From an optimization exercise on the open Yosys and OpenROAD flow, aimed at small area; shortcuts taken in it are not production practice. Function was checked by simulation only, so behaviour that the tests miss may differ from the original.

Design cordic_B, start of the top module:
module cordic_B(
  input                     clk,
  input                     rst_n,
  input  signed [31:0]      x,
  input  signed [31:0]      y,
  input                     start,
  input                     start1,
  output wire signed [31:0] angle,
  output wire signed [31:0] anglef
);
Size in the first run: roughly 5100 cells after synthesis, about 0.049 sq mm of cells after synthesis.
export LEC_CHECK = 0
export CAP_MARGIN = 20
export CORE_MARGIN = 2
export CORE_UTILIZATION = 40
export CTS_BUF_LIST = sky130_fd_sc_hd__clkbuf_16
export CTS_CLUSTER_DIAMETER = 80
export CTS_CLUSTER_SIZE = 24
export PLACE_DENSITY = 0.6
export SLEW_MARGIN = 20
create_clock -name core_clock -period 6.0 [get_ports {clk}]
standard.sh (not shown) runs the stock make flow with config.mk's settings and CLKGATE_MAP_FILE= SYNTH_SCRIPT=/design/flow/synth_recipe.tcl, a recipe that flattens the netlist after the stock synthesis.
==> flow/flow/run.sh <==
#!/bin/bash
# Own layout flow: the standard ORFS flow (standard.sh), with two changes:
#  - ABC maps the logic with an area-oriented script (flow/abc.script) in
#    place of ORFS's abc_speed.script; Yosys's synthesis script and every
#    register it makes are unchanged;
#  - port buffers use the platform's smallest buffer;
#  - clock tree synthesis inserts no dummy loads.
set -euo pipefail
here=$(pwd)
rm -rf "$here/scripts"
cp -r "$FLOW_HOME/scripts" "$here/scripts"
cp "$here/flow/abc.script" "$here/scripts/abc_speed.script"
export SCRIPTS_DIR="$here/scripts"
export BUFFER_PORTS_ARGS="-buffer_cell sky130_fd_sc_hd__buf_1"
export CTS_ARGS="-sink_clustering_enable -repair_clock_nets -sink_clustering_size 24 -sink_clustering_max_diameter 80 -buf_list sky130_fd_sc_hd__clkbuf_16 -dont_use_dummy_load"
bash standard.sh > "$here/standard_flow.log" 2>&1
==> flow/flow/abc.script <==
&get -n
&st
&dch -f
&nf -a -R 1000
&put
buffer -c
topo
stime -c
upsize -c
dnsize -c
Edit:
--- a/flow/flow/run.sh
+++ b/flow/flow/run.sh
@@ -2 +2 @@
-# Own layout flow: the standard ORFS flow (standard.sh), with two changes:
+# Own layout flow: the standard ORFS flow (standard.sh), with these changes:
The changed run passed the timing, DRC and antenna checks.
Non-clock buffer count stays the same.
Utilization is unchanged.
Global-route usage does not change.
Wire length stays the same.
Area after synthesis is unchanged.
Clock-buffer cell count is unchanged.


cordic_B, a different RTL version from the one above (not shown whole).
Size: ~5500 cells after synthesis, about 930 flip-flops, about 0.054 mm² of cells after synthesis.
make LEC_CHECK=0 CAP_MARGIN=20 CORE_MARGIN=2 CORE_UTILIZATION=40 PLACE_DENSITY=0.6 SLEW_MARGIN=20 finish   # period 6.0 ns
run.sh (not shown) runs the stock make flow with config.mk's settings and CLKGATE_MAP_FILE= SYNTH_SCRIPT=/design/flow/synth_recipe.tcl, a recipe that flattens the netlist after the stock synthesis.
Stock flow here: none of the scripts above is used.
Rerun with:
Settings changed: CTS_BUF_LIST from default to sky130_fd_sc_hd__clkbuf_16, CTS_CLUSTER_DIAMETER from default to 80, CTS_CLUSTER_SIZE from default to 24.
The changed run ran to the end with no violations; global-route usage falls by 0.31 points; sequential cell count does not change; count of clock-buffer cells in the layout falls by 87; sequential share of layout area rises by 1.0 points; worst hold slack is better by 0.015 ns; fmax is about the same.
Rerun with:
Settings changed: CTS_CLUSTER_DIAMETER 80 to 100, CTS_CLUSTER_SIZE 24 to 30.
Count of clock-buffer cells in the layout drops by 10. Cell area decreases by 0.56%. Die area stays the same. Wire length is lower by 0.37%. Utilization is lower by 0.25 points.
Rerun with:
==> flow/flow/run.sh (new file) <==
#!/bin/bash
# Own layout flow: the standard ORFS flow (standard.sh), with two changes:
#  - ABC maps the logic with an area-oriented script (flow/abc.script) in
#    place of ORFS's abc_speed.script; Yosys's synthesis script and every
#    register it makes are unchanged;
#  - port buffers use the platform's smallest buffer.
set -euo pipefail
here=$(pwd)
rm -rf "$here/scripts"
cp -r "$FLOW_HOME/scripts" "$here/scripts"
cp "$here/flow/abc.script" "$here/scripts/abc_speed.script"
export SCRIPTS_DIR="$here/scripts"
export BUFFER_PORTS_ARGS="-buffer_cell sky130_fd_sc_hd__buf_1"
bash standard.sh > "$here/standard_flow.log" 2>&1
==> flow/flow/abc.script (new file) <==
&get -n
&st
&dch -f
&nf -a -R 1000
&put
buffer -c
topo
stime -c
upsize -c
dnsize -c
==> flow/standard.sh (new file) <==
#!/bin/bash
# synth_recipe.tcl (not shown) runs the flow's synth.tcl, then flattens the netlist and writes it again
# the make line also repeats each setting of config.mk as NAME=value (left out here)
make -C /OpenROAD-flow-scripts/flow DESIGN_CONFIG=/design/flow/config.mk WORK_HOME=/design/flow/orfs CLKGATE_MAP_FILE= SYNTH_SCRIPT=/design/flow/synth_recipe.tcl "${@:-finish}"
Settings changed: CTS_CLUSTER_DIAMETER 100 to 80, CTS_CLUSTER_SIZE 30 to 24.
removed: flow/run.sh
After rerunning: The changed run completed with no timing, DRC or antenna violations; wire length is lower by 4.6%; utilization is lower by 0.48 points; clock-buffer cell count is higher by 11.


== job 1093 ==
Starting RTL as in the previous note.
// cordic_B
module cordic_B(
  input                     clk,
  input                     rst_n,
  input  signed [31:0]      x,
  input  signed [31:0]      y,
  input                     start,
  input                     start1,
  output wire signed [31:0] angle,
  output wire signed [31:0] anglef
);
clock: 6.0 ns
lec_check: 0
cap_margin: 20
core_margin: 2
core_utilization: 40
cts_buf_list: sky130_fd_sc_hd__clkbuf_4 sky130_fd_sc_hd__clkbuf_8
cts_cluster_diameter: 50
cts_cluster_size: 12
place_density: 0.6
slew_margin: 20
Stock flow here: none of the scripts above is used.
Job 1093 closes out successfully: all stages finished, all timing, DRC and antenna checks passed.
Relative to job 1093, the following input files were edited for job 3148:
- CTS_BUF_LIST now sky130_fd_sc_hd__clkbuf_8, was sky130_fd_sc_hd__clkbuf_4 sky130_fd_sc_hd__clkbuf_8
- CTS_CLUSTER_DIAMETER now 60, was 50
- CTS_CLUSTER_SIZE now 18, was 12
[summary]
- The non-clock buffer share of cell area was comparable across job 1093 and job 3148.
- There was hardly any difference in final period utilization between job 1093 and job 3148.
- | final layout net count | lower: job 3148 |
- On utilization, the lower figure sits with job 3148, not job 1093.
- Compared with job 1093, in job 3148 max-slew violation total from the final report flat.
- Job 3148: done, clean on timing, DRC and antenna
- Job 3148 -> job 1093: met2 usage in global routing flat
Changes in job 6135 relative to job 3148:
- CTS_BUF_LIST now sky130_fd_sc_hd__clkbuf_16, was sky130_fd_sc_hd__clkbuf_8
- CTS_CLUSTER_DIAMETER now 80, was 60
- CTS_CLUSTER_SIZE now 24, was 18
==> flow/flow/run.sh (new file) <==
#!/bin/bash
# Own layout flow: the standard ORFS flow (standard.sh), with two changes:
#  - ABC maps the logic with an area-oriented script (flow/abc.script) in
#    place of ORFS's abc_speed.script; Yosys's synthesis script and every
#    register it makes are unchanged;
#  - port buffers use the platform's smallest buffer.
set -euo pipefail
here=$(pwd)
rm -rf "$here/scripts"
cp -r "$FLOW_HOME/scripts" "$here/scripts"
cp "$here/flow/abc.script" "$here/scripts/abc_speed.script"
export SCRIPTS_DIR="$here/scripts"
export BUFFER_PORTS_ARGS="-buffer_cell sky130_fd_sc_hd__buf_1"
bash standard.sh > "$here/standard_flow.log" 2>&1
==> flow/flow/abc.script (new file) <==
&get -n
&st
&syn2
&dch -f
&nf -R 1000
&put
buffer -c
topo
stime -c
upsize -c
dnsize -c
==> flow/standard.sh (new file) <==
#!/bin/bash
# synth_recipe.tcl (not shown) runs the flow's synth.tcl, then flattens the netlist and writes it again
# the make line also repeats each setting of config.mk as NAME=value (left out here)
make -C /OpenROAD-flow-scripts/flow DESIGN_CONFIG=/design/flow/config.mk WORK_HOME=/design/flow/orfs CLKGATE_MAP_FILE= SYNTH_SCRIPT=/design/flow/synth_recipe.tcl "${@:-finish}"
removed: flow/run.sh
==> comparison <==
Nothing crashed in job 6135 and all stages finished; the problem is that the final layout failed, the offending checks being setup timing.
Taking job 3148 as the reference point, the die area of job 6135 falls by 6800 um^2.
On share of the clock period used by the worst path, the lower figure sits with job 3148, not job 6135.
Taking job 3148 as the reference, in job 6135 routed wire length lost 12%; standard cell area after detailed placement lost about 6%.
Relative to job 3148, area of all placed cells without fillers decreased by 6.1% in job 6135.
Worst setup slack in job 6135 is 0.77 ns lower than in job 3148
[compare] base=job 3148 new=job 6135: worst setup timing slack at the placement stage went down.
In the metrics for job 6135 and job 3148, the one carrying the lower fraction of area in multi-input gates is job 6135.

==> what the ideal ports hide <==
The flow's constraints put no driver on any port. The routed layouts listed below were extracted and timed again, unchanged, in two steps.
Step 1 assumes that a clkbuf_16 drives the clock port and a buf_2 every other input.
Step 2, shift: input delay + t, output delay - t, t = (earliest + latest rising clock arrival at the registers) / 2. This alone moves slack from input paths to output paths.
Slacks: ideal ports / drivers / drivers and shift; pairs: ideal ports / drivers.
run | t (ns) | slack for setup (ns) | worst slew at a driven data input, ns
the first run of note 1 | 0.667 | 0.321 / 0.321 / 0.020 | 0.04
the second run of note 1 | 0.667 | 0.321 / 0.321 / 0.020 | 0.04
the first run of note 2 | 0.760 | 0.676 / 0.720 / -0.037 | 0.04
the second run of note 2 | 0.725 | 0.662 / 0.709 / -0.016 | 0.04
the third run of note 2 | 0.696 | 0.600 / 0.648 / -0.048 | 0.04
the fourth run of note 2 | 0.733 | 0.640 / 0.640 / 0.246 | 0.05
job 1093 | 0.862 | 0.721 / 0.721 / -0.031 | 0.04
job 3148 | 0.830 | 0.727 / 0.727 / -0.028 | 0.04
job 6135 | 0.707 | -0.042 / -0.012 / -0.719 | 0.05
With both steps, setup timing fails in 5 of these runs, where it was met with ideal ports. The setup slack of job 3148, which loses most, moves by 0.000 ns with the drivers and by -0.755 ns with both steps.
